Context: an optimization exercise on an open-source flow, tuned for small area. The choices shown serve that exercise and are no tape-out recipe. RTL that was checked went through simulation tests only; none was proved equivalent to the original. For run 1, only the layout was checked, not whether the RTL still works. The clock port is modelled as an ideal driver; clocking choices that lean on that would not hold on a real chip. No activity file was given, so power comes from the tool's default toggle rates.

**flow/flow/run.sh**
```bash
#!/bin/bash
# Layout flow: the standard flow (standard.sh) with these changes.
#  - Synthesis is the standard flow's synthesis script, except that ABC maps the logic
#    with the area-oriented script flow/abc_area.script instead of ORFS's
#    default.  ABC does not touch registers, so they are the same as in the
#    standard synthesis.
#  - The array's cells (modules ALU_CELL*, ALU_SEL*) keep their hierarchy
#    through ABC, so each is mapped on its own; the standard flow's synthesis script
#    flattens the netlist before the layout as usual.
#  - After synthesis, flow/fa_pins.py reconnects full adders whose ripple
#    carry came in at A or B so that it comes in at CIN, the fastest input
#    (a full adder's function is symmetric in its inputs).
#  - Port buffers are sky130_fd_sc_hd__buf_1; the resizer still sizes them
#    up where timing or slew needs it.
# Each tool's output goes to a log file in this folder.
set -euo pipefail
HERE=$(pwd)
FLOWDIR=$HERE/flow

# ORFS's synth.tcl with the abc call replaced
sed 's#^\(\s*\)log_cmd abc {\*}$abc_args$#\1log_cmd abc -script '"$FLOWDIR"'/abc_area.script {*}$lib_args {*}$lib_dont_use_args#' \
  "$FLOW_HOME/scripts/synth.tcl" > "$HERE/synth_area.tcl"
grep -q "abc_area.script {\*}\$lib_args" "$HERE/synth_area.tcl"

# The standard flow's synthesis script, sourcing that copy
sed 's#^source \$::env(SCRIPTS_DIR)/synth.tcl$#source '"$HERE"'/synth_area.tcl#' \
  "$HERE/synth_recipe.tcl" > "$HERE/synth_recipe_area.tcl"
grep -q "synth_area.tcl" "$HERE/synth_recipe_area.tcl"

# standard.sh, using that synthesis script
sed 's#SYNTH_SCRIPT=[^ ]*synth_recipe.tcl#SYNTH_SCRIPT='"$HERE"'/synth_recipe_area.tcl#' \
  "$HERE/standard.sh" > "$HERE/standard_area.sh"
grep -q "synth_recipe_area.tcl" "$HERE/standard_area.sh"

# the modules named ALU_CELL* and ALU_SEL* in the design
export SYNTH_KEEP_MODULES="$(sed -n 's/^\s*module\s\+\(ALU_\(CELL\|SEL\)\w*\).*/\1/p' "$FLOW_DESIGN" | sort -u | tr '\n' ' ')"
echo "SYNTH_KEEP_MODULES=$SYNTH_KEEP_MODULES" > "$HERE/keep_modules.log"
export BUFFER_PORTS_ARGS="-buffer_cell sky130_fd_sc_hd__buf_1"

RESULTS=$HERE/orfs/results/$FLOW_PLATFORM/TOP_VIEW/base
bash "$HERE/standard_area.sh" "$RESULTS/1_2_yosys.v" > "$HERE/flow_synth.log" 2>&1
python3 "$FLOWDIR/fa_pins.py" "$RESULTS/1_2_yosys.v" > "$HERE/fa_pins.log" 2>&1
bash "$HERE/standard_area.sh" > "$HERE/flow.log" 2>&1
```
**flow/flow/abc_area.script**
```
strash
dch -f
amap
topo
```
**flow/flow/fa_pins.py**
```python
#!/usr/bin/env python3
"""Reconnect full adders so that the ripple carry enters at CIN.

A sky130 full adder (fa_N) computes the same function of its inputs A, B and
CIN in any order, but CIN is its fastest input.  Yosys's full adder
extraction sometimes puts the carry from the previous adder on A or B.  For
every fa cell whose A or B net is driven by the COUT of another fa cell (and
whose CIN net is not), this swaps that net with the CIN net.  The netlist's
function is unchanged.

usage: fa_pins.py NETLIST.v   (rewritten in place)
"""
import re
import sys

path = sys.argv[1]
text = open(path).read()
inst_re = re.compile(r'(sky130_fd_sc_hd__fa_\d+\s+\S+\s*\()(.*?)(\);)', re.S)
pin_re = re.compile(r'\.(\w+)\(([^()]*)\)')

couts = set()
for m in inst_re.finditer(text):
    for pin, net in pin_re.findall(m.group(2)):
        if pin == 'COUT':
            couts.add(net.strip())

swapped = 0

def fix(m):
    global swapped
    body = m.group(2)
    # nets as written (an escaped name keeps its closing space)
    raw = {p: n for p, n in pin_re.findall(body)}
    pins = {p: n.strip() for p, n in raw.items()}
    if pins.get('CIN') in couts:
        return m.group(0)
    for p in ('A', 'B'):
        if pins.get(p) in couts:
            a, c = raw[p], raw['CIN']
            body = re.sub(r'\.%s\([^()]*\)' % p, lambda _: '.%s(%s)' % (p, c), body)
            body = re.sub(r'\.CIN\([^()]*\)', lambda _: '.CIN(%s)' % a, body)
            swapped += 1
            break
    return m.group(1) + body + m.group(3)

text = inst_re.sub(fix, text)
open(path, 'w').write(text)
print('fa_pins: moved the carry to CIN on %d full adders' % swapped)
```
**flow/standard.sh**
```bash
#!/bin/bash
# synth_recipe.tcl (not shown) runs the flow's synth.tcl, then flattens the netlist and writes it again
# the make line also repeats each setting of config.mk as NAME=value (left out here)
make -C /OpenROAD-flow-scripts/flow DESIGN_CONFIG=/design/flow/config.mk WORK_HOME=/design/flow/orfs CLKGATE_MAP_FILE= SYNTH_SCRIPT=/design/flow/synth_recipe.tcl "${@:-finish}"
```
**flow/config.mk**
```make
export PLATFORM = sky130hd
export DESIGN_NAME = TOP_VIEW
export DESIGN_NICKNAME = TOP_VIEW
export VERILOG_FILES = /design/flow/design.v
export SDC_FILE = /design/flow/constraint.sdc
export NUM_CORES = 4
export LEC_CHECK = 0
export CAP_MARGIN = 5
export CORE_MARGIN = 2
export CORE_UTILIZATION = 40
export CTS_BUF_LIST = sky130_fd_sc_hd__clkbuf_8
export SLEW_MARGIN = 5
```
**flow/constraint.sdc**
```tcl
create_clock -name core_clock -period 36.0 [get_ports {clk}]
set_input_delay 7.2000 -clock core_clock [delete_from_list [all_inputs] [get_ports {clk}]]
set_output_delay 7.2000 -clock core_clock [all_outputs]
set_load 0.01 [all_outputs]
```
**flow/design.v**
```verilog
module DECODER_UNIT
(input wire [1:0]            alu_fun,
output wire arith_enable,logic_enable,comp_enable,shift_enable);
assign arith_enable = alu_fun == 2'b00;
assign logic_enable = alu_fun == 2'b01;
assign comp_enable  = alu_fun == 2'b10;
assign shift_enable = alu_fun == 2'b11;
endmodule
module ARITHMATIC_UNIT #(parameter KH = 15, parameter KL = 0, parameter P_TOP = 0)
(
  input wire [15:0]  A,B,
  input wire         mul, div, add,
  input wire [15-KH:0] r_in,    
  output wire [16-KL:0] r_out,  
  output wire [KH:KL] sel);     
wire [15:0] mb = B & {16{mul}};          
wire [15:0] nbd = ~B & {16{div}};        
wire ma = mul | add;                     
wire [16:0] hz;
assign hz[16] = 1'b1;
genvar k, i;
generate
  for (i = 15; i >= 0; i = i - 1) begin : g_hz
    assign hz[i] = hz[i+1] & ~B[i];
  end
endgenerate
generate
  for (k = KH; k >= KL; k = k - 1) begin : g_stage
    localparam W = 17 - k;
    localparam P = (P_TOP + KH - k) % 2;
    wire [W-1:0] x;        
    wire [W-1:0] r;        
    wire [W-1:0] c;        
    wire lsb = (A[k] & ~mul) ^ P;
    if (k == KH) begin : g_x0
      if (W > 1) begin : g_w
        assign x = {r_in[W-2:0], lsb};
      end else begin : g_w1
        assign x = lsb;
      end
    end else begin : g_x
      assign x = {g_stage[k+1].r[W-2:0], lsb};
    end
    if (k > 0) begin : g_mid
      wire nsel;
      for (i = 0; i < W-1; i = i + 1) begin : g_bit
        if (P == 0) begin : g_p
          ALU_CELL_P U_cell(
            .x(x[i]), .c(i == 0 ? div | (add & B[k]) : c[i-1]),
            .a(A[i]), .mb(mb[k]), .nb(nbd[i]), .sel(sel[k]), .nsel(nsel),
            .co(c[i]), .r(r[i]));
        end else begin : g_n
          ALU_CELL_N U_cell(
            .x(x[i]), .c(i == 0 ? ~(div | (add & B[k])) : c[i-1]),
            .a(A[i]), .mb(mb[k]), .nb(nbd[i]), .sel(sel[k]), .nsel(nsel),
            .co(c[i]), .r(r[i]));
        end
      end
      assign r[W-1] = ~(x[W-1] ^ ((A[W-1] & mb[k]) ^ P[0]) ^ c[W-2]);
      wire dv = div & hz[16-k];
      if (P == 0) begin : g_sp
        ALU_SEL_P U_sel(.c(c[W-2]), .dv(dv), .dv2(dv), .mul(ma), .mul2(ma),
          .sel(sel[k]), .nsel(nsel));
      end else begin : g_sn
        ALU_SEL_N U_sel(.cn(c[W-2]), .dv(dv), .dv2(dv), .mul(ma), .mul2(ma),
          .sel(sel[k]), .nsel(nsel));
      end
    end else begin : g_last
      wire sub = ~mul & ~add;
      wire [15:0] nb0 = ~B & {16{sub}};
      for (i = 0; i < W-1; i = i + 1) begin : g_bit
        ALU_CELL0_N U_cell(
          .x(x[i]), .c(i == 0 ? ~(sub | (add & B[0])) : c[i-1]),
          .a(A[i]), .mb(mb[k]), .nb(nb0[i]),
          .co(c[i]), .s(r[i]));
      end
      assign r[W-1] = x[W-1] ^ (sub ^ P[0]) ^ c[W-2];
      assign sel[0] = c[W-2] ^ P[0];    
    end
  end
endgenerate
assign r_out = g_stage[KL].r;
endmodule
module ALU_CELL_P
(
  input wire x, c, a, mb, nb, sel, nsel,
  output wire co, r);
wire y = (a & mb) | nb;
wire s = x ^ y ^ c;
assign co = (x & y) | (c & (x ^ y));
assign r = ~((sel | x) & (nsel | s));
endmodule
module ALU_CELL_N
(
  input wire x, c, a, mb, nb, sel, nsel,
  output wire co, r);
wire y = ~((a & mb) | nb);
wire s = x ^ y ^ c;
assign co = (x & y) | (c & (x ^ y));
assign r = ~((sel | x) & (nsel | s));
endmodule
module ALU_CELL0_N
(
  input wire x, c, a, mb, nb,
  output wire co, s);
wire y = ~((a & mb) | nb);
assign s = x ^ y ^ c;
assign co = (x & y) | (c & (x ^ y));
endmodule
module ALU_SEL_P
(
  input wire c, dv, dv2, mul, mul2,
  output wire sel, nsel);
assign sel = mul | (dv & c);
assign nsel = ~(mul2 | (dv2 & c));
endmodule
module ALU_SEL_N
(
  input wire cn, dv, dv2, mul, mul2,
  output wire sel, nsel);
assign sel = mul | (dv & ~cn);
assign nsel = ~(mul2 | (dv2 & ~cn));
endmodule
module LOGIC_UNIT
(
  input wire [15:0]  A,B,
  input wire         logic_enable,
  input wire [1:0]   alu_fun,
  output wire [15:0] logic_out);
wire [15:0] r = alu_fun[0] ? (A | B) : (A & B);
assign logic_out = logic_enable ? (r ^ {16{alu_fun[1]}}) : 16'b0;
endmodule
module comparsion_unit #(parameter P = 0)
(
  input wire [16:0]  diff,
  input wire         comp_enable,
  input wire [1:0]   alu_fun,
  output wire [15:0] comp_out);
wire lt = diff[16] ^ P[0];
wire eq = P ? &diff[15:0] : ~|diff[15:0];
wire gt = ~lt & ~eq;
assign comp_out = {15'b0, comp_enable & (alu_fun == 2'b01 ? eq :
                                         alu_fun == 2'b10 ? gt :
                                         alu_fun == 2'b11 ? lt : 1'b0)};
endmodule
module shift_unit
(
  input wire [15:0]  A,B,
  input wire         shift_enable,
  input wire [1:0]   alu_fun,
  output wire [15:0] shift_out);
wire [15:0] s = alu_fun[1] ? B : A;
assign shift_out = shift_enable ? (alu_fun[0] ? {s[14:0], 1'b0} : {1'b0, s[15:1]}) : 16'b0;
endmodule
module TOP_VIEW#(parameter alu_width =16)
(
  input wire [alu_width-1:0]    A,B,
  input wire                    clk,rst,
  input wire [3:0]              alu_fun,
  output wire                   arith_flag,carry_out,logic_flag,comp_flag,shift_flag,
  output wire [alu_width-1:0]   arith_out,logic_out,comp_out,shift_out
  );
localparam KS = 5;
localparam P0 = KS % 2;
wire arith_enable, logic_enable, comp_enable, shift_enable;
DECODER_UNIT U_decoder(
  .alu_fun(alu_fun[3:2]),
  .arith_enable(arith_enable),
  .logic_enable(logic_enable),
  .shift_enable(shift_enable),
  .comp_enable(comp_enable)
  );
wire mul_i = arith_enable & alu_fun[1:0] == 2'b10;
wire div_i = arith_enable & alu_fun[1:0] == 2'b11;
wire add_i = arith_enable & alu_fun[1:0] == 2'b00;
wire [16-KS:0] r_mid;
wire [15:KS]   sel_hi;
ARITHMATIC_UNIT #(.KH(15), .KL(KS), .P_TOP((15-KS)%2)) U_arith_hi(
  .A(A), .B(B),
  .mul(mul_i), .div(div_i), .add(add_i),
  .r_in((15-KS)%2 == 1),
  .r_out(r_mid),
  .sel(sel_hi)
  );
reg [KS-1:0]   a_lo;
reg [15-KS:0]  h_r;        
reg [15:0]     b_r;
reg [16-KS:0]  r_r;        
reg [1:0]      fun_r;
reg            mul_r, div_r;     
reg            arith_en, logic_en, comp_en, shift_en;
always @(posedge clk) begin
  a_lo  <= A[KS-1:0];
  h_r   <= div_i ? sel_hi : A[15:KS];
  b_r   <= B;
  r_r   <= r_mid;
  fun_r <= alu_fun[1:0];
  mul_r <= mul_i;
  div_r <= div_i;
end
always @(posedge clk or negedge rst) begin
  if (!rst) begin
    arith_en <= 1'b0;
    logic_en <= 1'b0;
    comp_en  <= 1'b0;
    shift_en <= 1'b0;
  end else begin
    arith_en <= arith_enable;
    logic_en <= logic_enable;
    comp_en  <= comp_enable;
    shift_en <= shift_enable;
  end
end
assign arith_flag = arith_en;
assign logic_flag = logic_en;
assign comp_flag  = comp_en;
assign shift_flag = shift_en;
wire [15:0] a_r = {h_r, a_lo};
wire div_sel = fun_r == 2'b11;
wire [16:0] sum_p;
wire [16:0] sum = sum_p ^ {17{P0 == 1}};
wire [KS-1:0] sel_lo;
ARITHMATIC_UNIT #(.KH(KS-1), .KL(0), .P_TOP(1)) U_arith_lo(
  .A(a_r), .B(b_r),
  .mul(mul_r),
  .div(div_r),
  .add(arith_en & fun_r == 2'b00),
  .r_in(r_r),
  .r_out(sum_p),
  .sel(sel_lo)
  );
assign arith_out = arith_en ? (div_sel ? {h_r, sel_lo} : sum[15:0]) : 16'b0;
assign carry_out = arith_en & ~div_sel & sum[16];
LOGIC_UNIT U_logic(
  .A(a_r),
  .B(b_r),
  .logic_enable(logic_en),
  .alu_fun(fun_r),
  .logic_out(logic_out)
  );
comparsion_unit #(.P(P0)) U_comp(
  .diff(sum_p),
  .comp_enable(comp_en),
  .alu_fun(fun_r),
  .comp_out(comp_out)
  );
shift_unit U_shift(
  .A(a_r),
  .B(b_r),
  .shift_enable(shift_en),
  .alu_fun(fun_r),
  .shift_out(shift_out)
  );
endmodule
```
==> results.py, run 1 <==
metrics = {
    "finish": {
        "fin_area_um2": 9205,
        "drive_gt1_share_pct": 15.17,
        "ff_latch_area_um2": 1062,
        "multi_input_area_um2": 6649,
        "nFillCells": 1851,
        "fin_nets": 1241,
        "area_growth_pct": 20.23,
        "antenna-diode-count": 0,
        "final_cells": 1302,
    },
    "setup_path": {
        "cp-start-kind": "flip-flop",
        "cp_common_cell": "fa_2",
        "crit_path_top_delay_cell": "or4_4",
        "critPathKind": "reg2out",
        "arrival_ns": 28.12,
        "path_max_fanout": 2,
        "cp-end-kind": "output pin",
        "required_ns": 28.80,
        "slowest_delay_ns": 0.56,
    },
    "synthesis": {
        "synth_edf_count": 0,
        "avgSynthCellArea_um2": 8.526,
        "synthAdderAreaFrac_pct": 35.56,
        "synth_largest_area_cell": "fa_1",
        "synth_ff_type": "dfxtp_1",
        "ys_seq_elements": 52,
        "synth-simple-area-share_pct": 11.44,
        "synth_compound_area_share_pct": 34.24,
        "ys_async_sr_fraction_pct": 7.692,
        "syn_area_um2": 7656,
        "yosys-top-cells-count": "155 x o22ai_1, 147 x nor2_1, 136 x fa_1, 117 x a21oi_1, 79 x a21o_1",
        "yosysUniqueCellTypes": 27,
        "muxShareOfSynthArea_pct": 0,
        "synth_top_area_share_pct": 35.56,
        "synth.most_common_cell": "o22ai_1",
        "synth_top_family_by_area": "adder cells",
        "synth.yosys.seq_area_share_pct": 13.86,
        "synth_xor_area_share_pct": 0.6864,
        "synthTopCellsByArea": "fa_1 36%, o22ai_1 13%, dfxtp_1 13%",
        "synth_warnings": 1,
        "synthCells": 898,
    },
    "grt": {
        "grt.total_usage_pct": 28.72,
        "antenna_found_initial": 0,
        "grt_pass1_wl_um": 44530,
        "grt_max_degree": 49,
        "grt-ovfl-total": 0,
        "grt_pass1_vias": 7975,
    },
    "floorplan": {
        "die_w_um": 142.4,
        "die_h_um": 142.4,
        "dieArea_um2": 20260,
        "core-area_um2": 18770,
        "start_util_pct": 40.79,
        "row_count": 50,
        "io_pins": 107,
    },
    "route": {
        "dr.pass1.iters": 5,
        "antenna_left": 0,
        "vias": 7947,
        "drtIter0Drc": 576,
        "via_per_inst": 6.104,
        "drc": 0,
        "postRouteWirelength_um": 28610,
        "routedWlPerCell_um": 21.97,
    },
    "placed_design": {
        "dp.cells": 1288,
        "io_buffers": 91,
        "dpl.hpwl_um": 22080,
        "globalplace.congestion": 0.9346,
        "placed_cell_area_um2": 8788,
    },
    "power_and_ir_drop": {
        "power.density_nw_per_um2": 27.58,
        "finalPower_mw": 0.2539,
        "ir_drop_mv": 0.02009,
        "leakagePower_nw": 3.781,
    },
    "hold_path": {
        "holdCritPathClass": "in2async",
    },
    "clock_tree": {
        "htreeDepth": 2,
        "cts_tree": "yes",
        "cts-root-buf": "clkbuf_8",
        "numCtsBuffers": 5,
        "cts_sinks": 52,
        "path_clk_slew_ns": 0.10,
        "clockBufferDepth": 2,
    },
    "sta": {
        "fmax_mhz": 28.31,
        "slew_violations": 0,
        "period_minus_slack_ns": 35.32,
        "worst-slew-pin-transition_ns": 1.084,
        "setup_viol_count_final": 0,
        "fin_crit_sh_pct": 98.10,
        "final_hold_viol_count": 0,
        "relSlewSlack_pct": 27.44,
    },
    "run_status": {
        "status": "timing/DRC/antenna clean",
    },
    "run": {
        "maxCapViolCount": 0,
    },
}
-- worst max-delay path: cells and delay by family (launching register included) --
family                   cells  cell delay (ns)
adder cells (fa/ha/maj)     66            24.78
AO/OA/AOI/OAI               11             1.39
AND/OR/NAND/NOR              4             0.87
buffers and inverters        4             0.37
flip-flops                   1             0.34
-- what timing repair did --
action / 4_1_cts / 5_1_grt
setup buffers: 0 / 5
pin swaps: 6 / 13
setup endpoints to repair: 17 / 17
resized for setup: 25 / 55
gates cloned: 0 / 1
hold buffers: 0 / 0
-- report_power, final --
| group | internal, mW | switching [mW] | leakage [nW] |
|---|---|---|---|
| logic | 0.0546 | 0.0874 | 3.27 |
| clock network | 0.0206 | 0.0201 | 0.0541 |
| registers | 0.0630 | 0.00832 | 0.456 |
| total | 0.138 | 0.116 | 3.78 |
-- cell usage in the layout (no fill, tap or decap), types with 3 or more instances in the layout --
| cell type | instances |
|---|---|
| a211oi_1 | 17 |
| a21boi_0 | 5 |
| a21o_1 | 76 |
| a21oi_1 | 110 |
| a21oi_4 | 5 |
| a221oi_1 | 9 |
| a31oi_1 | 6 |
| and2_0 | 9 |
| buf_1 | 91 |
| buf_4 | 71 |
| clkbuf_8 | 5 |
| clkinv_1 | 54 |
| conb_1 | 15 |
| dfrtp_1 | 4 |
| dfxtp_1 | 47 |
| fa_1 | 86 |
| fa_2 | 50 |
| nand2_1 | 27 |
| nand3_1 | 3 |
| nand4_1 | 5 |
| nor2_1 | 142 |
| nor2_2 | 3 |
| nor2b_1 | 5 |
| nor3_1 | 3 |
| o21ai_0 | 25 |
| o22a_1 | 6 |
| o22ai_1 | 151 |
| o22ai_2 | 4 |
| xor2_1 | 6 |
-- path summary, 6_finish.rpt --
kind	endpoint	cells past startpoint	startpoint	slack, ns
max	comp_out[0]	85	fun_r[0]	0.68
min	comp_en	1	rst	6.72
max in group asynchronous	shift_en	1	rst	29.05
min in group core_clock	b_r[13]	1	B[13]	7.04
-- cell families after synthesis --
logic type / Yosys count
AO/OA/AOI/OAI: 421
XOR/XNOR: 6
adder cells (fa/ha/maj): 136
buffers and inverters: 70
flip-flops: 52
other: 1
AND/OR/NAND/NOR: 212
-- per-layer routing --
metal  vias to the layer above  part of all wire [%]  GRT usage [%]
met4                         0                   3.8          10.53
met2                       363                    46          46.50
li1                       3642                     -              -
met3                        67                   7.5          5.720
met5                         -                     0              0
met1                      3875                    42          38.35
-- layout make-up --
cell class                 count  area share, %
clock buffer                   5         0.7476
inverter                      55          2.256
tap                          234          3.181
sequential                    52          11.54
timing repair buffer         163          9.583
clock inverter                 3         0.4621
multi-input combinational    790          72.23
-- state kept, by name, indices dropped and copies added, names as in the netlist --
register and flops:
div_r 1, logic_en 1, comp_en 1, shift_en 1
a_lo 5, r_r 12, fun_r 2, b_r 16
arith_en 1, h_r 11, mul_r 1
-- per-module statistics from Yosys, one instance, submodules excluded --
module,cell area (um^2),flip-flops and latches,cells,times used
ALU_CELL0_N,25.02,0,2,16
ALU_CELL_N,31.28,0,3,56
ALU_CELL_P,33.78,0,3,64
ALU_SEL_N,16.27,0,3,7
ALU_SEL_P,12.51,0,2,8
TOP_VIEW,3128,52,469,1
-- metrics by stage --
stage               TNS, ns  util, %  hold slack [ns]  setup slack [ns]
floorplan           -0.2263        -            6.904           -0.2263
CTS                       0    47.83            6.729         0.0001954
detailed placement   -5.089    46.83            7.070           -0.6536
global placement    -0.6648    46.83            7.068           -0.2527
finish                    0    49.05            6.723            0.6827
global route         -1.145    49.05            6.731           -0.1023
==> run 2, diff against run 1 <==
--- a/flow/design.v
+++ b/flow/design.v
@@ -11,3 +11,3 @@
   input wire [15:0]  A,B,
-  input wire         mul, div, add,
+  input wire         mul, div, add,    
   input wire [15-KH:0] r_in,    
@@ -17,3 +17,2 @@
 wire [15:0] nbd = ~B & {16{div}};        
-wire ma = mul | add;                     
 wire [16:0] hz;
@@ -48,3 +47,3 @@
           ALU_CELL_P U_cell(
-            .x(x[i]), .c(i == 0 ? div | (add & B[k]) : c[i-1]),
+            .x(x[i]), .c(i == 0 ? div : c[i-1]),
             .a(A[i]), .mb(mb[k]), .nb(nbd[i]), .sel(sel[k]), .nsel(nsel),
@@ -53,3 +52,3 @@
           ALU_CELL_N U_cell(
-            .x(x[i]), .c(i == 0 ? ~(div | (add & B[k])) : c[i-1]),
+            .x(x[i]), .c(i == 0 ? ~div : c[i-1]),
             .a(A[i]), .mb(mb[k]), .nb(nbd[i]), .sel(sel[k]), .nsel(nsel),
@@ -61,6 +60,6 @@
       if (P == 0) begin : g_sp
-        ALU_SEL_P U_sel(.c(c[W-2]), .dv(dv), .dv2(dv), .mul(ma), .mul2(ma),
+        ALU_SEL_P U_sel(.c(c[W-2]), .dv(dv), .dv2(dv), .mul(mul), .mul2(mul),
           .sel(sel[k]), .nsel(nsel));
       end else begin : g_sn
-        ALU_SEL_N U_sel(.cn(c[W-2]), .dv(dv), .dv2(dv), .mul(ma), .mul2(ma),
+        ALU_SEL_N U_sel(.cn(c[W-2]), .dv(dv), .dv2(dv), .mul(mul), .mul2(mul),
           .sel(sel[k]), .nsel(nsel));
@@ -69,6 +68,6 @@
       wire sub = ~mul & ~add;
-      wire [15:0] nb0 = ~B & {16{sub}};
+      wire [15:0] nb0 = (B ^ {16{sub}}) & {16{~mul}};
       for (i = 0; i < W-1; i = i + 1) begin : g_bit
         ALU_CELL0_N U_cell(
-          .x(x[i]), .c(i == 0 ? ~(sub | (add & B[0])) : c[i-1]),
+          .x(x[i]), .c(i == 0 ? ~sub : c[i-1]),
           .a(A[i]), .mb(mb[k]), .nb(nb0[i]),
--- a/flow/flow/run.sh
+++ b/flow/flow/run.sh
@@ -3,8 +3,9 @@
 #  - Synthesis is the standard flow's synthesis script, except that ABC maps the logic
-#    with the area-oriented script flow/abc_area.script instead of ORFS's
-#    default.  ABC does not touch registers, so they are the same as in the
-#    standard synthesis.
-#  - The array's cells (modules ALU_CELL*, ALU_SEL*) keep their hierarchy
-#    through ABC, so each is mapped on its own; the standard flow's synthesis script
-#    flattens the netlist before the layout as usual.
+#    with area-oriented scripts instead of ORFS's default: the logic unit
+#    (module LOGIC_UNIT) with flow/abc_logic.script, the rest with
+#    flow/abc_area.script.  ABC does not touch registers, so they are the
+#    same as in the standard synthesis.
+#  - The array's cells (modules ALU_CELL*, ALU_SEL*) and LOGIC_UNIT keep
+#    their hierarchy through ABC, so each is mapped on its own; the standard flow's
+#    synthesis script flattens the netlist before the layout as usual.
 #  - After synthesis, flow/fa_pins.py reconnects full adders whose ripple
@@ -14,2 +15,4 @@
 #    up where timing or slew needs it.
+#  - After global routing, ORFS's power recovery (RECOVER_POWER) downsizes
+#    gates off the critical paths.
 # Each tool's output goes to a log file in this folder.
@@ -19,5 +22,8 @@
 
-# ORFS's synth.tcl with the abc call replaced
-sed 's#^\(\s*\)log_cmd abc {\*}$abc_args$#\1log_cmd abc -script '"$FLOWDIR"'/abc_area.script {*}$lib_args {*}$lib_dont_use_args#' \
+# ORFS's synth.tcl with the abc call replaced by two
+ABC1="log_cmd abc -script $FLOWDIR/abc_logic.script {*}\$lib_args {*}\$lib_dont_use_args LOGIC_UNIT"
+ABC2="log_cmd abc -script $FLOWDIR/abc_area.script {*}\$lib_args {*}\$lib_dont_use_args * LOGIC_UNIT %d"
+sed 's#^\(\s*\)log_cmd abc {\*}$abc_args$#\1'"$ABC1"'\n\1'"$ABC2"'#' \
   "$FLOW_HOME/scripts/synth.tcl" > "$HERE/synth_area.tcl"
+grep -q "abc_logic.script {\*}\$lib_args" "$HERE/synth_area.tcl"
 grep -q "abc_area.script {\*}\$lib_args" "$HERE/synth_area.tcl"
@@ -34,6 +40,7 @@
 
-# the modules named ALU_CELL* and ALU_SEL* in the design
-export SYNTH_KEEP_MODULES="$(sed -n 's/^\s*module\s\+\(ALU_\(CELL\|SEL\)\w*\).*/\1/p' "$FLOW_DESIGN" | sort -u | tr '\n' ' ')"
+# the modules named ALU_CELL* and ALU_SEL* in the design, and LOGIC_UNIT
+export SYNTH_KEEP_MODULES="$(sed -n 's/^\s*module\s\+\(ALU_\(CELL\|SEL\)\w*\).*/\1/p' "$FLOW_DESIGN" | sort -u | tr '\n' ' ')LOGIC_UNIT"
 echo "SYNTH_KEEP_MODULES=$SYNTH_KEEP_MODULES" > "$HERE/keep_modules.log"
 export BUFFER_PORTS_ARGS="-buffer_cell sky130_fd_sc_hd__buf_1"
+export RECOVER_POWER=100
 
==> flow/flow/abc_logic.script (new file) <==
strash; dch; map -a; topo
==> run 2 against run 1 <==
Now fails the layout checks on max-capacitance violations, max-slew violations. Final area decreased by 2.0%. Area after synthesis shrank 0.21%. Non-clock buffer count decreased by 14. Routed wire length fell by 5.6%. Sequential share of layout area rose by 0.26 points. Critical path type unchanged. Critical endpoint unchanged.
==> results.py, run 2 <==
metrics = {
    "synthesis": {
        "synth_edf_count": 0,
        "synth_largest_area_cell": "fa_1",
        "synth.yosys.seq_area_share_pct": 13.89,
        "syn_area_um2": 7640,
        "synth_ff_type": "dfxtp_1",
        "yosysUniqueCellTypes": 27,
        "synthTopCellsByArea": "fa_1 36%, dfxtp_1 13%, o22ai_1 12%",
        "muxShareOfSynthArea_pct": 0,
        "avgSynthCellArea_um2": 8.781,
        "synth.most_common_cell": "o22ai_1",
        "synth_compound_area_share_pct": 33.49,
        "synth_top_area_share_pct": 35.64,
        "synth_warnings": 1,
        "yosys-top-cells-count": "146 x o22ai_1, 136 x a21oi_1, 136 x fa_1, 99 x nor2_1, 79 x a21o_1",
        "ys_async_sr_fraction_pct": 7.692,
        "synthAdderAreaFrac_pct": 37.73,
        "ys_seq_elements": 52,
        "synth_xor_area_share_pct": 0.6878,
        "synth-simple-area-share_pct": 10.66,
        "synth_top_family_by_area": "adder cells",
        "synthCells": 870,
    },
    "setup_path": {
        "path_max_fanout": 9,
        "arrival_ns": 28.10,
        "crit_path_top_delay_cell": "fa_1",
        "required_ns": 28.80,
        "cp-end-kind": "output pin",
        "crit_buf_inv": 4,
        "cp-start-kind": "flip-flop",
        "cp_common_cell": "fa_2",
        "critPathKind": "reg2out",
        "slowest_delay_ns": 0.52,
        "crit_family": "adder cells",
    },
    "sta": {
        "slew_violations": 51,
        "setup_viol_count_final": 0,
        "fin_tns_setup_ns": 0,
        "timing.hold.ws_ns": 6.698,
        "rsz0062_at_grt": "no",
        "worst-slew-pin-transition_ns": 1.981,
        "period_minus_slack_ns": 35.30,
        "relSlewSlack_pct": -32.09,
        "fin_crit_sh_pct": 98.04,
        "fmax_mhz": 28.33,
        "final_hold_viol_count": 0,
    },
    "hold_path": {
        "holdCritPathClass": "in2async",
    },
    "power_and_ir_drop": {
        "power.density_nw_per_um2": 25.70,
        "ir_drop_mv": 0.01438,
        "leakagePower_nw": 3.703,
    },
    "floorplan": {
        "core-area_um2": 18710,
        "io_pins": 107,
        "die_h_um": 142.2,
        "dieArea_um2": 20220,
        "die_w_um": 142.2,
        "start_util_pct": 40.84,
        "row_count": 50,
    },
    "grt": {
        "antenna_found_initial": 0,
        "grt_pass1_wl_um": 42950,
        "grt_pass1_vias": 7668,
        "grt.total_usage_pct": 27.29,
        "grt_max_degree": 51,
        "grt-ovfl-total": 0,
    },
    "clock_tree": {
        "htreeDepth": 2,
        "path_clk_slew_ns": 0.09,
        "cts_sinks": 52,
        "cts-root-buf": "clkbuf_8",
        "numCtsBuffers": 5,
        "cts_tree": "yes",
        "clockBufferDepth": 2,
    },
    "placed_design": {
        "placed_cell_area_um2": 8703,
        "dpl.hpwl_um": 20800,
        "globalplace.congestion": 0.9248,
        "io_buffers": 91,
    },
    "finish": {
        "top_register": "b_r",
        "area_growth_pct": 18.10,
        "layout_commonest_cell": "o22ai_1",
        "fin_nets": 1199,
        "largest_register_ffs": 16,
        "most-common-layout-cells": "144 x o22ai_1, 129 x a21oi_1, 94 x nor2_1",
        "drive_gt1_share_pct": 12.77,
        "final_util_pct": 48.23,
        "reg_top3": "b_r x16, r_r x12, h_r x11",
        "antenna-diode-count": 0,
        "fin_area_um2": 9022,
    },
    "route": {
        "antenna_left": 0,
        "vias": 7688,
        "via_per_inst": 6.102,
        "routedWlPerCell_um": 21.43,
        "drc": 0,
        "postRouteWirelength_um": 27010,
        "drtIter0Drc": 612,
        "dr.pass1.iters": 5,
    },
    "run_status": {
        "status": "complete, but fails checks",
        "violatedChecks": "max-capacitance violations, max-slew violations",
    },
    "run": {
        "maxCapViolCount": 1,
    },
}
run 2: changes by cell type after synthesis, sizes merged, moves of 6 or more:
cell / delta
a21oi: +19
and2: -9
nor2: -48
maj3: +16
nor2b: +16
o22ai: -9
a211oi: -6
a31oi: -7
clkinv: -14
run 2: where the power goes:
| part | total, mW | switching [mW] | internal, mW |
|---|---|---|---|
| clock | 0.0434 | 0.0189 | 0.0245 |
| sequential | 0.0703 | 0.00784 | 0.0625 |
| combinational | 0.118 | 0.0723 | 0.0458 |
run 2: per-layer routing:
| layer | part of all wire [%] | GRT usage (%) | vias to the layer above |
|---|---|---|---|
| met1 | 43 | 38.41 | 3764 |
| met4 | 1.8 | 7.316 | 0 |
| met5 | 0 | 0 | - |
| li1 | - | - | 3531 |
| met2 | 48 | 44.50 | 354 |
| met3 | 7.6 | 3.567 | 39 |
run 2: through the flow:
| stage | setup slack [ns] | instances | power (mW) |
|---|---|---|---|
| floorplan | 0.005846 | 884 | 0.1496 |
| global placement | -0.7392 | 1249 | 0.1840 |
| detailed placement | -0.7595 | 1249 | 0.1855 |
| CTS | 0.009880 | 1258 | 0.2300 |
| global route | 0.01827 | 1260 | 0.2514 |
| finish | 0.7047 | 1260 | 0.2319 |
run 2: worst max path at each step:
stage	from	to	slack, ns	cells after the start
floorplan	mul_r	comp_out[0]	0.006	83
global placement	b_r[4]	comp_out[0]	-0.74	84
detailed placement	b_r[4]	comp_out[0]	-0.76	84
CTS	mul_r	comp_out[0]	0.01	84
global route	alu_fun[3]	h_r[0]	0.02	95
finish	mul_r	comp_out[0]	0.70	84
run 2: logic make-up after synthesis:
| logic type | count (synthesis) |
|---|---|
| simple gates | 185 |
| compound gates | 418 |
| xor+xnor | 6 |
| buf+inv | 56 |
| other cells | 1 |
| fa+ha+maj | 152 |
| flops | 52 |
run 2: repair_timing:
item / CTS / global route
setup buffers: 1 / 2
setup endpoints to repair: 5 / 17
hold buffers: 0 / 0
gates resized for setup: 27 / 36
endpoints found under the hold margin: 0 / 0
pin swaps: 6 / 8
run 2: layout make-up:
cell class	count	area, um^2
Inverter	41	161.4
Clock buffer	7	96.34
Sequential cell	52	1065
Multi-Input combinational cell	776	6618
Fill cell	1841	9683
Tap cell	234	292.8
Clock inverter	1	30.03
Timing Repair Buffer	149	759.5
run 2: per-module statistics from Yosys (local to each module, per instance):
module / area (um^2) / cells / copies in the design
TOP_VIEW: 2791 / 393 / 1
LOGIC_UNIT: 320.3 / 48 / 1
ALU_CELL_P: 33.78 / 3 / 64
ALU_CELL_N: 31.28 / 3 / 56
ALU_CELL0_N: 25.02 / 2 / 16
ALU_SEL_N: 16.27 / 3 / 7
ALU_SEL_P: 12.51 / 2 / 8
==> run 3, diff against run 2 <==
--- a/flow/flow/run.sh
+++ b/flow/flow/run.sh
@@ -15,4 +15,2 @@
 #    up where timing or slew needs it.
-#  - After global routing, ORFS's power recovery (RECOVER_POWER) downsizes
-#    gates off the critical paths.
 # Each tool's output goes to a log file in this folder.
@@ -44,3 +42,2 @@
 export BUFFER_PORTS_ARGS="-buffer_cell sky130_fd_sc_hd__buf_1"
-export RECOVER_POWER=100
 
==> run 3 against run 2 <==
The run now finishes clean. Global-route usage stayed put. Combinational power is essentially flat. Utilization up 0.11 points. Area after synthesis unchanged. Sequential share of layout area hardly changed. Hold slack gained 0.0013 ns. Total power about the same. Die area unchanged. Sequential cell count is the same. Clock power is essentially flat. Clock-buffer cell count did not move. Largest cell class unchanged.
==> results.py, run 3 <==
metrics = {
    "run_status": {
        "status": "timing/DRC/antenna clean",
    },
    "power_and_ir_drop": {
        "p_switching_mw": 0.09885,
        "ir_drop_mv": 0.01445,
        "power.density_nw_per_um2": 25.64,
        "power.share.sequential_pct": 30.3,
        "pwr-share-comb_pct": 51.0,
        "switching_share_pct": 42.63,
        "leakagePower_nw": 3.721,
        "pwr-share-clk_pct": 18.7,
        "intPower_mw": 0.1330,
    },
    "grt": {
        "grt_max_degree": 51,
        "grt_pass1_vias": 7668,
        "grt-ovfl-total": 0,
        "antenna_found_initial": 0,
        "grt.total_usage_pct": 27.29,
        "grt_pass1_wl_um": 42950,
    },
    "clock_tree": {
        "cts_tree": "yes",
        "hold_buffers": 0,
        "numCtsBuffers": 5,
        "clockBufferDepth": 2,
        "path_clk_slew_ns": 0.09,
        "htreeDepth": 2,
        "cts_sinks": 52,
        "cts-root-buf": "clkbuf_8",
    },
    "sta": {
        "slew_violations": 0,
        "final_hold_viol_count": 0,
        "fin_crit_sh_pct": 97.99,
        "timing.hold.ws_ns": 6.699,
        "relSlewSlack_pct": 38.30,
        "rsz0062_at_grt": "no",
        "setup_viol_count_final": 0,
        "period_minus_slack_ns": 35.28,
        "fin_tns_setup_ns": 0,
        "fmax_mhz": 28.35,
        "setup_slack_ns": 0.7228,
        "worst-slew-pin-transition_ns": 0.9254,
    },
    "synthesis": {
        "synth_ff_type": "dfxtp_1",
        "synth.yosys.seq_area_share_pct": 13.89,
        "synthCells": 870,
        "synth_edf_count": 0,
        "synth.most_common_cell": "o22ai_1",
        "synth_largest_area_cell": "fa_1",
        "syn_area_um2": 7640,
        "avgSynthCellArea_um2": 8.781,
        "yosys-top-cells-count": "146 x o22ai_1, 136 x a21oi_1, 136 x fa_1, 99 x nor2_1, 79 x a21o_1",
        "synth_top_area_share_pct": 35.64,
        "ys_async_sr_fraction_pct": 7.692,
        "synthTopCellsByArea": "fa_1 36%, dfxtp_1 13%, o22ai_1 12%",
        "ys_seq_elements": 52,
        "synth_warnings": 1,
        "yosysUniqueCellTypes": 27,
    },
    "floorplan": {
        "core-area_um2": 18710,
        "io_pins": 107,
        "die_h_um": 142.2,
        "dieArea_um2": 20220,
        "start_util_pct": 40.84,
        "row_count": 50,
        "die_w_um": 142.2,
    },
    "setup_path": {
        "cp_common_cell": "fa_2",
        "cp.depth": 84,
        "required_ns": 28.80,
        "crit_buf_inv": 4,
        "path_max_fanout": 9,
        "arrival_ns": 28.08,
        "critPathKind": "reg2out",
        "cp-start-kind": "flip-flop",
        "crit_family": "adder cells",
        "slowest_delay_ns": 0.52,
        "cp-end-kind": "output pin",
        "crit_path_top_delay_cell": "fa_1",
    },
    "finish": {
        "area_growth_pct": 18.38,
        "largest_register_ffs": 16,
        "reg_top3": "b_r x16, r_r x12, h_r x11",
        "fin_nets": 1199,
        "final_util_pct": 48.35,
        "antenna-diode-count": 0,
        "layout_commonest_cell": "o22ai_1",
        "drive_gt1_share_pct": 13.35,
        "top_register": "b_r",
        "final_cells": 1260,
        "most-common-layout-cells": "144 x o22ai_1, 129 x a21oi_1, 94 x nor2_1",
    },
    "route": {
        "via_per_inst": 6.110,
        "routedWlPerCell_um": 21.39,
        "antenna_left": 0,
        "postRouteWirelength_um": 26950,
        "vias": 7699,
        "drc": 0,
        "dr.pass1.iters": 5,
        "drtIter0Drc": 652,
    },
    "placed_design": {
        "dpl.hpwl_um": 20800,
        "io_buffers": 91,
        "preCtsSetupSlack_ns": -0.7595,
        "dp.cells": 1249,
        "globalplace.congestion": 0.9248,
    },
    "run": {
        "maxCapViolCount": 0,
    },
    "hold_path": {
        "holdCritPathClass": "in2async",
    },
}
==> run 3: cell counts after synthesis <==
Identical to the previous run, type by type.
==> run 3: cell type report <==
type,count,area (um^2)
Tap cell,234,292.8
Clock inverter,1,30.03
Clock buffer,7,96.34
Inverter,41,161.4
Sequential cell,52,1065
Timing Repair Buffer,149,778.2
Fill cell,1835,9662
Multi-Input combinational cell,776,6620
==> run 3: power groups by stage <==
stage               clock network [mW]  registers, mW  logic (mW)
floorplan                            0         0.0695      0.0802
global placement                     0         0.0713       0.113
detailed placement                   0         0.0715       0.114
CTS                             0.0438         0.0702       0.116
global route                    0.0462         0.0711       0.134
finish                          0.0433         0.0704       0.118
==> run 3: worst paths after layout <==
kind / from / endpoint / slack, ns
max: mul_r / comp_out[0] / 0.72
min in group core_clock: B[12] / b_r[12] / 7.02
min: rst / comp_en / 6.70
max in group asynchronous: rst / logic_en / 29.12
==> run 3: what timing repair did <==
item / CTS / global route
pin swaps: 6 / 8
endpoints found under the setup margin: 5 / 17
buffers inserted: 1 / 2
resized for setup: 27 / 36
==> run 3: cells by family (layout without fill, tap and decap cells) <==
logic type	after synthesis	after routing	share of synthesized area, %
AO/OA/AOI/OAI	418	418	33.49
AND/OR/NAND/NOR	185	185	10.66
adder cells (fa/ha/maj)	152	152	37.73
buffers and inverters	56	198	3.488
flip-flops	52	52	13.89
XOR/XNOR	6	6	0.6878
other	1	15	0.04908
==> run 3: per-module statistics from Yosys (local to each module, per instance) <==
module | flops+latches | times used | cell area, um^2 | cells
TOP_VIEW | 52 | 1 | 2791 | 393
LOGIC_UNIT | 0 | 1 | 320.3 | 48
ALU_CELL_P | 0 | 64 | 33.78 | 3
ALU_CELL_N | 0 | 56 | 31.28 | 3
ALU_CELL0_N | 0 | 16 | 25.02 | 2
ALU_SEL_N | 0 | 7 | 16.27 | 3
ALU_SEL_P | 0 | 8 | 12.51 | 2
==> run 3: routing by layer <==
layer / part of all wire (%) / vias to the layer above / track usage (%)
met5: 0 / - / 0
met4: 2.1 / 0 / 7.316
met3: 8.0 / 45 / 3.567
met2: 48 / 387 / 44.50
met1: 42 / 3730 / 38.41
li1: - / 3537 / -
==> run 3: per-stage QoR <==
step	power (mW)	area (um^2)
4_1_cts	0.2300	8906
6_report	0.2319	9044
3_5_place_dp	0.1855	8703
2_1_floorplan	0.1496	7769
3_3_place_gp	0.1840	8703
5_1_grt	0.2517	9044
==> run 4, diff against run 3 <==
--- a/flow/flow/run.sh
+++ b/flow/flow/run.sh
@@ -15,2 +15,4 @@
 #    up where timing or slew needs it.
+#  - After clock tree synthesis, flow/post_cts.tcl downsizes gates with
+#    timing slack to spare (power recovery) and repairs slew again.
 # Each tool's output goes to a log file in this folder.
@@ -42,2 +44,3 @@
 export BUFFER_PORTS_ARGS="-buffer_cell sky130_fd_sc_hd__buf_1"
+export POST_CTS_TCL="$FLOWDIR/post_cts.tcl"
 
==> flow/flow/post_cts.tcl (new file) <==
# Sourced by ORFS's cts.tcl at its end (POST_CTS_TCL): recover area from
# gates that the repair made larger than their timing needs, then repair
# slew and capacitance again and legalize.  The global-route step repairs
# timing again with routing parasitics.
log_cmd estimate_parasitics -placement
log_cmd repair_timing -recover_power 100 -match_cell_footprint -verbose
log_cmd repair_design -slew_margin $::env(SLEW_MARGIN) -cap_margin $::env(CAP_MARGIN) -match_cell_footprint -verbose
log_cmd detailed_placement
check_placement -verbose
--- a/flow/config.mk
+++ b/flow/config.mk
@@ -9,4 +9,5 @@
 export CORE_MARGIN = 2
-export CORE_UTILIZATION = 40
+export CORE_UTILIZATION = 50
 export CTS_BUF_LIST = sky130_fd_sc_hd__clkbuf_8
+export PLACE_DENSITY = 0.7
 export SLEW_MARGIN = 5
==> run 4 against run 3 <==
Area after synthesis unchanged. Critical path type unchanged. Sequential power rose by 2%. Final cell count is 4.0% lower. Clock-buffer cell count down 2. Sequential cell count is the same. Combinational power hardly changed. Sequential share of layout area is 0.11 points higher. Die area fell by 19%. Global-route usage rose by 5.6 points. Still clean on timing, DRC and antenna. Via count rose by 1.9%.
==> results.py, run 4 <==
metrics = {
    "synthesis": {
        "synth_warnings": 1,
        "ys_async_sr_fraction_pct": 7.692,
        "synthTopCellsByArea": "fa_1 36%, dfxtp_1 13%, o22ai_1 12%",
        "avgSynthCellArea_um2": 8.781,
        "yosys-top-cells-count": "146 x o22ai_1, 136 x a21oi_1, 136 x fa_1, 99 x nor2_1, 79 x a21o_1",
        "synth.most_common_cell": "o22ai_1",
        "syn_area_um2": 7640,
        "synth_edf_count": 0,
        "synthCells": 870,
        "synth_ff_type": "dfxtp_1",
        "synth_largest_area_cell": "fa_1",
        "synth_top_area_share_pct": 35.64,
        "yosysUniqueCellTypes": 27,
        "ys_seq_elements": 52,
        "synth.yosys.seq_area_share_pct": 13.89,
    },
    "run": {
        "maxCapViolCount": 0,
    },
    "clock_tree": {
        "cts_sinks": 52,
        "cts_tree": "yes",
        "path_clk_slew_ns": 0.09,
    },
    "power_and_ir_drop": {
        "ir_drop_mv": 0.01375,
        "switching_share_pct": 42.66,
        "leakagePower_nw": 3.688,
        "power.share.sequential_pct": 30.0,
        "p_switching_mw": 0.1018,
        "finalPower_mw": 0.2387,
        "pwr-share-comb_pct": 50.0,
        "pwr-share-clk_pct": 20.0,
        "power.density_nw_per_um2": 26.59,
        "intPower_mw": 0.1369,
    },
    "setup_path": {
        "path_max_fanout": 9,
        "cp-end-kind": "output pin",
        "arrival_ns": 27.95,
        "required_ns": 28.80,
        "cp-start-kind": "flip-flop",
        "slowest_delay_ns": 0.53,
        "crit_path_top_delay_cell": "fa_1",
        "critPathKind": "reg2out",
        "cp_common_cell": "fa_2",
    },
    "route": {
        "drtIter0Drc": 795,
        "routedWlPerCell_um": 21.94,
        "postRouteWirelength_um": 26520,
        "via_per_inst": 6.490,
        "dr.pass1.iters": 6,
        "vias": 7846,
        "drc": 0,
        "antenna_left": 0,
    },
    "finish": {
        "fin_nets": 1194,
        "antenna-diode-count": 0,
        "nFillCells": 1397,
        "fin_area_um2": 8979,
        "area_growth_pct": 17.52,
        "largest_register_ffs": 16,
        "drive_gt1_share_pct": 13.32,
        "top_register": "b_r",
        "most-common-layout-cells": "141 x o22ai_1, 129 x a21oi_1, 95 x buf_1",
        "layout_commonest_cell": "o22ai_1",
        "reg_top3": "b_r x16, r_r x12, h_r x11",
    },
    "sta": {
        "fmax_mhz": 28.45,
        "setup_viol_count_final": 0,
        "slew_violations": 0,
        "worst-slew-pin-transition_ns": 1.015,
        "fin_tns_setup_ns": 0,
        "timing.hold.ws_ns": 6.693,
        "final_hold_viol_count": 0,
        "relSlewSlack_pct": 32.07,
        "period_minus_slack_ns": 35.15,
        "fin_crit_sh_pct": 97.65,
    },
    "placed_design": {
        "io_buffers": 91,
        "placed_cell_area_um2": 8593,
        "globalplace.congestion": 0.9640,
        "dpl.hpwl_um": 20180,
    },
    "floorplan": {
        "row_count": 45,
        "core-area_um2": 15090,
        "dieArea_um2": 16280,
        "die_h_um": 127.6,
        "start_util_pct": 50.63,
        "io_pins": 107,
        "die_w_um": 127.6,
    },
    "hold_path": {
        "holdCritPathClass": "in2async",
    },
    "run_status": {
        "status": "timing/DRC/antenna clean",
    },
    "grt": {
        "grt_pass1_wl_um": 41380,
        "use_met1_pct": 43.26,
        "grt_max_degree": 51,
        "grt.total_usage_pct": 32.86,
        "grt-ovfl-total": 0,
        "grt_pass1_vias": 7735,
        "grt.busiest_layer": "met2",
        "grtUsageMet2_pct": 53.63,
        "use_met3_pct": 5.779,
        "antenna_found_initial": 0,
    },
}
run 4: cell counts after synthesis:
Identical to the previous run, type by type.
run 4: Yosys stat by module, one instance, submodules excluded, a selection:
module	flip-flops and latches	copies in the design	cell area, um^2
ALU_CELL_N	0	56	31.28
TOP_VIEW	52	1	2791
LOGIC_UNIT	0	1	320.3
ALU_CELL0_N	0	16	25.02
ALU_CELL_P	0	64	33.78
ALU_SEL_N	0	7	16.27
run 4: kinds of logic (layout without fill, tap and decap cells):
| group | after synthesis | in the layout | synth area share, % |
|---|---|---|---|
| compound gates | 418 | 418 | 33.49 |
| xor+xnor | 6 | 6 | 0.6878 |
| fa+ha+maj | 152 | 152 | 37.73 |
| buf+inv | 56 | 193 | 3.488 |
| flops | 52 | 52 | 13.89 |
| other cells | 1 | 15 | 0.04908 |
| simple gates | 185 | 185 | 10.66 |
run 4: final timing paths:
path | startpoint | to | cells past startpoint
min in group core_clock | B[0] | b_r[0] | 1
hold / removal | rst | comp_en | 1
setup / recovery | mul_r | comp_out[0] | 84
max in group asynchronous | rst | arith_en | 1
run 4: layout make-up:
class	count	area, um^2	area share (%)
multi-input cells	776	6648	74.04
flip-flops and latches	52	1067	11.89
repair buffers	144	729.5	8.124
well taps	188	235.2	2.620
inverters	41	161.4	1.798
clock buffers	5	68.82	0.7664
clock inverters	3	68.82	0.7664
run 4: power by group through the flow:
stage / sequential [mW] / clock (mW) / combinational (mW)
2_1_floorplan: 0.0695 / 0 / 0.0802
3_3_place_gp: 0.0725 / 0 / 0.111
3_5_place_dp: 0.0725 / 0 / 0.114
5_1_grt: 0.0723 / 0.0510 / 0.133
6_report: 0.0717 / 0.0477 / 0.119
run 4: per-layer routing:
layer	up-vias	routed length [um]
met5	-	0
met4	0	1097
met3	101	2223
met2	430	12720
met1	3781	10480
li1	3534	-
run 4: worst max-delay path, delay by kind of cell, from the launching register on:
kind	cells	cell delay, ns
simple gates	4	0.61
flops	1	0.37
fa+ha+maj	66	24.93
buf+inv	4	0.40
compound gates	10	1.32
run 4: per-stage QoR:
step / util, % / worst slack (ns) / instances
5_1_grt: 59.50 / -0.05929 / 1209
3_5_place_dp: 56.95 / -0.5404 / 1196
6_report: 59.50 / 0.8461 / 1209
2_1_floorplan: - / 0.005846 / 884
3_3_place_gp: 56.95 / -0.1970 / 1196

-- static timing again, ports no longer ideal --
The results above use ideal ports. As a check the final layouts listed here were re-extracted and re-timed, cells and wires unchanged. Step 1 sets driving cells, clkbuf_16 on the clock port and buf_2 on the other inputs (assumed; they add their load-dependent delay and slew). Step 2 also shifts input and output timing later by t, the mid clock arrival at the registers, as if the neighbouring blocks saw the same clock. Slacks: ideal ports / drivers / drivers and shift; pairs: ideal ports / drivers.
run	shift t [ns]	slack for setup (ns)	slew at the worst register clock pin (ns)	worst slew at a driven data input, ns
run 1	0.347	0.683 / 0.644 / 0.792	0.10 / 0.10	0.04
run 2	0.338	0.705 / 0.674 / 0.901	0.09 / 0.09	0.04
run 3	0.338	0.723 / 0.692 / 0.901	0.09 / 0.09	0.04
run 4	0.339	0.846 / 0.814 / 0.684	0.10 / 0.10	0.04
For run 4, which loses most, drivers alone change the setup slack by -0.032 ns; drivers and shift together by -0.162 ns.
